Context: an optimization exercise on an open-source flow, tuned for small area. The choices shown serve that exercise and are no tape-out recipe. Function not checked in this run: the RTL went through the layout flow alone. Power is estimated from default activity; no workload was simulated.

==> config.mk <==
export PLATFORM = sky130hd
export DESIGN_NAME = top
export DESIGN_NICKNAME = top
export VERILOG_FILES = /design/flow/design.v
export SDC_FILE = /design/flow/constraint.sdc
export NUM_CORES = 4
export LEC_CHECK = 0
export CAP_MARGIN = 20
export CORE_MARGIN = 2
export CORE_UTILIZATION = 40
export PLACE_DENSITY = 0.6
export SLEW_MARGIN = 20
==> constraint.sdc <==
create_clock -name core_clock -period 8.0 [get_ports {axi_clk}]
set_input_delay 1.6000 -clock core_clock [delete_from_list [all_inputs] [get_ports {axi_clk}]]
set_output_delay 1.6000 -clock core_clock [all_outputs]
set_load 0.01 [all_outputs]
==> design.v <==
module normalize (
    input signed [15:0] data_in,
    output reg signed [7:0] data_out
);
    always @(*) begin
        if (data_in >= 128) begin
            data_out = 8'd127;
        end else if (data_in <= -128) begin
            data_out = -8'd128;
        end else begin
            data_out = $signed(data_in[7:0]);
        end
    end
endmodule
module int8mac (
    input signed [7:0] inA,
    input signed [7:0] inB,
    input clk, reset,
    output reg signed [7:0] outA,
    output reg signed [7:0] outB,
    output signed [7:0] result 
);
reg signed [15:0] product;
wire [7:0] norm_product;
normalize norm(.data_in(product), .data_out(norm_product));
always @(posedge clk or negedge reset) begin
    if (!reset) begin
        product <= 16'd0;
        outA <= 8'd0;
        outB <= 8'd0;
    end
    else begin
        product <= product + inA*inB;
        outA <= inA;
        outB <= inB;
    end
end
assign result = norm_product;
endmodule
module systolic_array(
    input clk,
    input reset,
    input [31:0] matrixA,
    input [31:0] matrixB,
    input valid_in,
    output [127:0] result,
    output reg valid_out
);
    wire [31:0] inA,inB;
    wire [7:0] inA0,inA1,inA2,inA3,inA4,inA5,inA6,inA7,inA8,inA9,inA10,inA11,inA12,inA13,inA14,inA15;
    wire [7:0] inB0,inB1,inB2,inB3,inB4,inB5,inB6,inB7,inB8,inB9,inB10,inB11,inB12,inB13,inB14,inB15;
    wire [7:0] out0,out1,out2,out3,out4,out5,out6,out7,out8,out9,out10,out11,out12,out13,out14,out15;
    assign inA = valid_in ? matrixA : 32'd0;
    assign inB = valid_in ? matrixB : 32'd0;
    reg [3:0]count;
    reg [7:0] inA1_buf0,inA2_buf0,inA2_buf1,inA3_buf0,inA3_buf1,inA3_buf2;
    reg [7:0] inB4_buf0,inB8_buf0,inB8_buf1,inB12_buf0,inB12_buf1,inB12_buf2;
    assign inA0 = inA[31:24];
    assign inA1 = inA[23:16];
    assign inA2 = inA[15:8];
    assign inA3 = inA[7:0];
    assign inB0 = inB[31:24];
    assign inB4 = inB[23:16];
    assign inB8 = inB[15:8];
    assign inB12 = inB[7:0];
    assign result = {out0,out1,out2,out3,out4,out5,out6,out7,out8,out9,out10,out11,out12,out13,out14,out15};
    int8mac mac0(inA0,inB0,clk,reset,inA4,inB1,out0);
    int8mac mac1(inA1_buf0,inB1,clk,reset,inA5,inB2,out1);
    int8mac mac2(inA2_buf1,inB2,clk,reset,inA6,inB3,out2);
    int8mac mac3(inA3_buf2,inB3,clk,reset,inA7,,out3);
    int8mac mac4(inA4,inB4_buf0,clk,reset,inA8,inB5,out4);
    int8mac mac5(inA5,inB5,clk,reset,inA9,inB6,out5);
    int8mac mac6(inA6,inB6,clk,reset,inA10,inB7,out6);
    int8mac mac7(inA7,inB7,clk,reset,inA11,,out7);
    int8mac mac8(inA8,inB8_buf1,clk,reset,inA12,inB9,out8);
    int8mac mac9(inA9,inB9,clk,reset,inA13,inB10,out9);
    int8mac mac10(inA10,inB10,clk,reset,inA14,inB11,out10);
    int8mac mac11(inA11,inB11,clk,reset,inA15,,out11);
    int8mac mac12(inA12,inB12_buf2,clk,reset,,inB13,out12);
    int8mac mac13(inA13,inB13,clk,reset,,inB14,out13);
    int8mac mac14(inA14,inB14,clk,reset,,inB15,out14);
    int8mac mac15(inA15,inB15,clk,reset,,,out15);
    always @(posedge clk or negedge reset) begin
        if (!reset) begin
            inA1_buf0 <= 8'd0;
            inA2_buf0 <= 8'd0;
            inA2_buf1 <= 8'd0;
            inA3_buf0 <= 8'd0;
            inA3_buf1 <= 8'd0;
            inA3_buf2 <= 8'd0;
            inB4_buf0 <= 8'd0;
            inB8_buf0 <= 8'd0;
            inB8_buf1 <= 8'd0;
            inB12_buf0 <= 8'd0;
            inB12_buf1 <= 8'd0;
            inB12_buf2 <= 8'd0;
        end else begin
            inA1_buf0 <= inA1;
            inA2_buf0 <= inA2;
            inA2_buf1 <= inA2_buf0;
            inA3_buf0 <= inA3;
            inA3_buf1 <= inA3_buf0;
            inA3_buf2 <= inA3_buf1;
            inB4_buf0 <= inB4;
            inB8_buf0 <= inB8;
            inB8_buf1 <= inB8_buf0;
            inB12_buf0 <= inB12;
            inB12_buf1 <= inB12_buf0;
            inB12_buf2 <= inB12_buf1;
        end
    end
    always @(posedge clk or negedge reset) begin
        if (!reset) begin
            valid_out <= 0;
            count <= 0;
        end else begin
            if (!valid_in) begin
                if (count < 6) begin
                    count <= count + 1;
                end else begin
                    valid_out <= 1;
                end
            end else begin
                count <= 0;
                valid_out <= 0;
            end
        end
    end
endmodule
module top (
    input axi_clk,axi_rst_n,
    output reg m_axis_valid,
    output reg [127:0] m_axis_data,
    input m_axis_ready,
    input s_axis_valid,
    input [63:0] s_axis_data,
    output reg s_axis_ready
);
    wire [127:0] result;
    wire valid_out;
    systolic_array uut (
        .clk(axi_clk),
        .reset(axi_rst_n),
        .matrixA(s_axis_data[63:32]),
        .matrixB(s_axis_data[31:0]),
        .valid_in(s_axis_valid),
        .result(result),
        .valid_out(valid_out)
    );
    always @(posedge axi_clk or negedge axi_rst_n) begin
        if (!axi_rst_n) begin
            m_axis_valid <= 0;
            m_axis_data <= 128'd0;
            s_axis_ready <= 1;
        end else begin
            m_axis_valid <= valid_out & !s_axis_valid;
            m_axis_data <= result;
            s_axis_ready <= 1;
        end
    end
endmodule
==> run.sh <==
#!/bin/bash
# synth_recipe.tcl (not shown) runs the flow's synth.tcl, then flattens the netlist and writes it again
# the make line also repeats each setting of config.mk as NAME=value (left out here)
make -C /OpenROAD-flow-scripts/flow DESIGN_CONFIG=/design/flow/config.mk WORK_HOME=/design/flow/orfs CLKGATE_MAP_FILE= SYNTH_SCRIPT=/design/flow/synth_recipe.tcl finish
==> results.json <==
{
  "crit_path_top_delay_cell": "clkdlybuf4s50_1",
  "cts_setup_buffers": 0,
  "synth_edf_count": 0,
  "largest_reg_flops": 128,
  "skew_ns": 0.0230,
  "ctsHoldBuffers": 0,
  "cp_cell_sequence": "clkdlybuf4s50_1, and3_1, buf_4, inv_1, fa_1, inv_1, fa_1, fa_1, fa_1, inv_1, fa_1, inv_1, ha_1, o21ai_1, nor2_1, o41ai_2, o21ai_1, a31oi_1, xnor2_1",
  "min_period_over_period_pct": 77.1,
  "core_um2": 162000,
  "final_antenna_net_count": 0,
  "highest_layer": "met5",
  "instances_no_fill": 8445,
  "final_nets": 7997,
  "cts-root-buf": "clkbuf_16",
  "rows": 148,
  "rsz0062_at_grt": "no",
  "cts_resized": 0,
  "clkTransAtPathRegs_ns": 0.06,
  "finalSetupViolCount": 0,
  "crit_type": "in -> reg",
  "grt_usage_pct": 17.9,
  "portBuffers": 195,
  "die-area_um2": 166000,
  "syn_area_per_cell_um2": 11.0,
  "drv_slew": 0,
  "fmax_mhz": 162,
  "routed-wl-met3_um": 5010,
  "ys_dominant_reg_cell": "dfrtp_1",
  "critPathBufInv": 6,
  "hp-class": "reg -> reg",
  "required_ns": 8.62,
  "vias": 40900,
  "crit_family": "adder cells",
  "r2r_start": "uut.inB4_buf0[0]",
  "yosysWarnings": 4,
  "synth_nets": 7745,
  "met2_wirelength_um": 68500,
  "timing.rr.end": "uut.mac4.product[15]",
  "grt_pass1_vias": 46300,
  "power_density_nw_per_um2": 347,
  "dpl.cell_count": 8286,
  "endpoint_kind": "register",
  "firstDrtPassIters": 5,
  "via_per_inst": 4.84,
  "tightest_slew_ns": 0.925,
  "wl_met1_um": 62600,
  "drive_gt1_share_pct": 2.84,
  "p_leak_uw": 0.0370,
  "drc_errors": 0,
  "worstHoldStart": "uut.inA3_buf0[0]",
  "ys_ff_latch": 678,
  "grt_first_pass_wirelength_um": 242000,
  "fillers": 15200,
  "die_x_um": 408,
  "wl_um": 139000,
  "io_pins": 198,
  "wire_per_inst_um": 16.4,
  "htreeDepth": 3,
  "gp_congestion": 0.846,
  "worstSkewPairLatency_ns": 0.70,
  "reg2reg_depth": 15,
  "r2r_slack_ns": 2.46,
  "max_stage_delay_ns": 0.63,
  "min_period_ns": 6.17,
  "cp-start-kind": "primary input",
  "numCtsBuffers": 87,
  "start_util_pct": 40.2,
  "drv_cap": 0,
  "clkSinkCount": 678,
  "drt_iter0_drc": 1902,
  "dp_hpwl_um": 111000,
  "top_register": "m_axis_data",
  "cp_common_cell": "fa_1",
  "max_slew_margin_pct": 38.3,
  "crit_fanout": 9,
  "async_reset_ff_share_pct": 100,
  "yosysSeqAreaShare_pct": 26.0,
  "holdPathStages": 0,
  "syn-cell-area_um2": 65300,
  "final_util_pct": 44.9,
  "hold_violations": 0,
  "grt_max_degree": 160,
  "ir_drop_uv": 255,
  "setup_tns_ns": 0,
  "clock_path_buffers": 3,
  "status": "timing/DRC/antenna clean",
  "syn_inst": 5948,
  "antenna_found_initial": 2,
  "synth.distinct_cells": 66,
  "die_h_um": 408,
  "syn_to_final_growth_pct": 11.7,
  "min_to": "uut.inA3_buf1[0]",
  "cts_tree": "built",
  "arrival_ns": 6.79,
  "grt_overflow_total": 0
}
[worst max path at each step]
stage / slack, ns / endpoint / startpoint / cells past startpoint
after global placement: 1.10 / uut.mac0.product[15] / s_axis_data[63] / 19
final: 1.83 / uut.mac0.product[15] / s_axis_data[63] / 19
after global routing: 1.55 / uut.mac0.product[15] / s_axis_data[63] / 19
after CTS: 1.88 / uut.mac0.product[15] / s_axis_data[63] / 19
after detailed placement: 1.09 / uut.mac0.product[15] / s_axis_data[63] / 19
after floorplan: 1.76 / uut.mac0.product[15] / s_axis_valid / 18
[cells in the final DEF (no fill, tap or decap), drive strengths merged, types with 10 or more instances in the layout]
| cell type | netlist | layout |
|---|---|---|
| dfrtp | 678 | 678 |
| fa | 1136 | 1136 |
| nand4 | 44 | 44 |
| o21a | 36 | 36 |
| nor2b | 36 | 36 |
| and2 | 573 | 573 |
| a31oi | 17 | 17 |
| clkdlybuf4s50 | 0 | 193 |
| nand2 | 386 | 386 |
| and3 | 37 | 37 |
| nor2 | 387 | 387 |
| a211oi | 29 | 29 |
| o31a | 19 | 19 |
| buf | 1 | 11 |
| o21ai | 86 | 86 |
| nor4 | 60 | 60 |
| clkbuf | 40 | 108 |
| ha | 593 | 593 |
| o211ai | 10 | 10 |
| a21o | 33 | 33 |
| a21oi | 79 | 79 |
| inv | 1165 | 1173 |
| nor3 | 24 | 24 |
| xor2 | 37 | 37 |
| nand2b | 59 | 59 |
| or3 | 12 | 12 |
| xnor2 | 268 | 268 |
| or4 | 20 | 20 |
| clkinv | 0 | 24 |
[through the flow]
step / setup slack, ns / power (µW) / hold WS, ns / cell area [µm²]
6_report: 1.83 / 25300 / 0.342 / 72900
2_1_floorplan: 1.76 / 17300 / 0.331 / 65300
3_5_place_dp: 1.09 / 21300 / 0.335 / 69900
4_1_cts: 1.88 / 25800 / 0.345 / 72900
3_3_place_gp: 1.10 / 20900 / 0.332 / 69900
5_1_grt: 1.55 / 28300 / 0.350 / 72900
[report_power, final]
part | internal, µW | leakage, µW | switching [µW]
sequential | 4700 | 0.00833 | 1160
clock | 2450 | 0.00146 | 1660
combinational | 7170 | 0.0272 | 8140
[metal layers]
layer / global-route usage [%] / vias to the layer above
met4: 4.57 / 2
met3: 2.31 / 153
met1: 24.4 / 21300
met2: 30.1 / 586
li1: - / 18800
met5: 0 / -
[cell families (layout without fill, tap and decap cells)]
logic type               Yosys count  count (layout)  share of synthesized area (%)
flip-flops                       678             678                           26.0
XOR/XNOR                         305             305                           4.09
buffers and inverters           1206            1526                           6.94
multiplexers                       3               3                         0.0479
AO/OA/AOI/OAI                    365             365                           3.76
adder cells (fa/ha/maj)         1729            1729                           46.2
other                              1               3                        0.00574
AND/OR/NAND/NOR                 1661            1661                           13.0
[cell type report]
class	instances	area (µm²)	share of cell area [%]
clock buffers	108	2420	3.32
diodes	2	5.00	0.00686
flip-flops and latches	678	17000	23.3
inverters	1165	4370	6.00
well taps	2175	2720	3.73
clock inverters	49	573	0.786
repair buffers	204	2070	2.84
multi-input cells	4064	43800	60.1
[cells in the mapped netlist, types with 36 or more instances]
cell	n	area, µm²
a21oi_1	78	390
and2_1	573	3580
and3_1	37	231
clkbuf_1	40	150
dfrtp_1	678	17000
fa_1	1136	22700
ha_1	593	7420
inv_1	1165	4370
nand2_1	386	1450
nand2b_1	59	369
nand4_1	44	275
nor2_1	387	1450
nor2b_1	36	225
nor4_1	58	363
o21a_1	36	270
o21ai_0	70	350
xnor2_1	268	2350
xor2_1	37	324
[worst register-to-register path: stages (launching register included)]
cell and delay, ns:
dfrtp_1 0.64, and2_1 0.59, inv_1 0.12, fa_1 0.50, inv_1 0.05, fa_1 0.49, fa_1 0.60, fa_1 0.44
fa_1 0.46, ha_1 0.32, o21a_1 0.14, a2111oi_0 0.50, o21ai_1 0.23, nor2_1 0.13, o21bai_1 0.08, xnor2_1 0.13

[separate check: timing with driven ports]
Ports are ideal in the flow. The routed layout listed here was re-timed in OpenROAD. Step 1, drivers: a clkbuf_16 drives axi_clk and a buf_2 each remaining input, both assumed. Step 2, shift: input delay + t, output delay - t, t = (earliest + latest rising clock arrival at the registers) / 2. This alone moves slack from input paths to output paths. Slacks: ideal / step 1 / step 2; pairs: ideal / step 1.
t, ns: 0.762
setup slack, ns: 1.831 / 1.882 / 1.120
worst setup path after step 2: input to register
After both steps this run still meets setup and hold. The setup slack of this run moves by +0.051 ns with the drivers and by -0.711 ns with both steps.
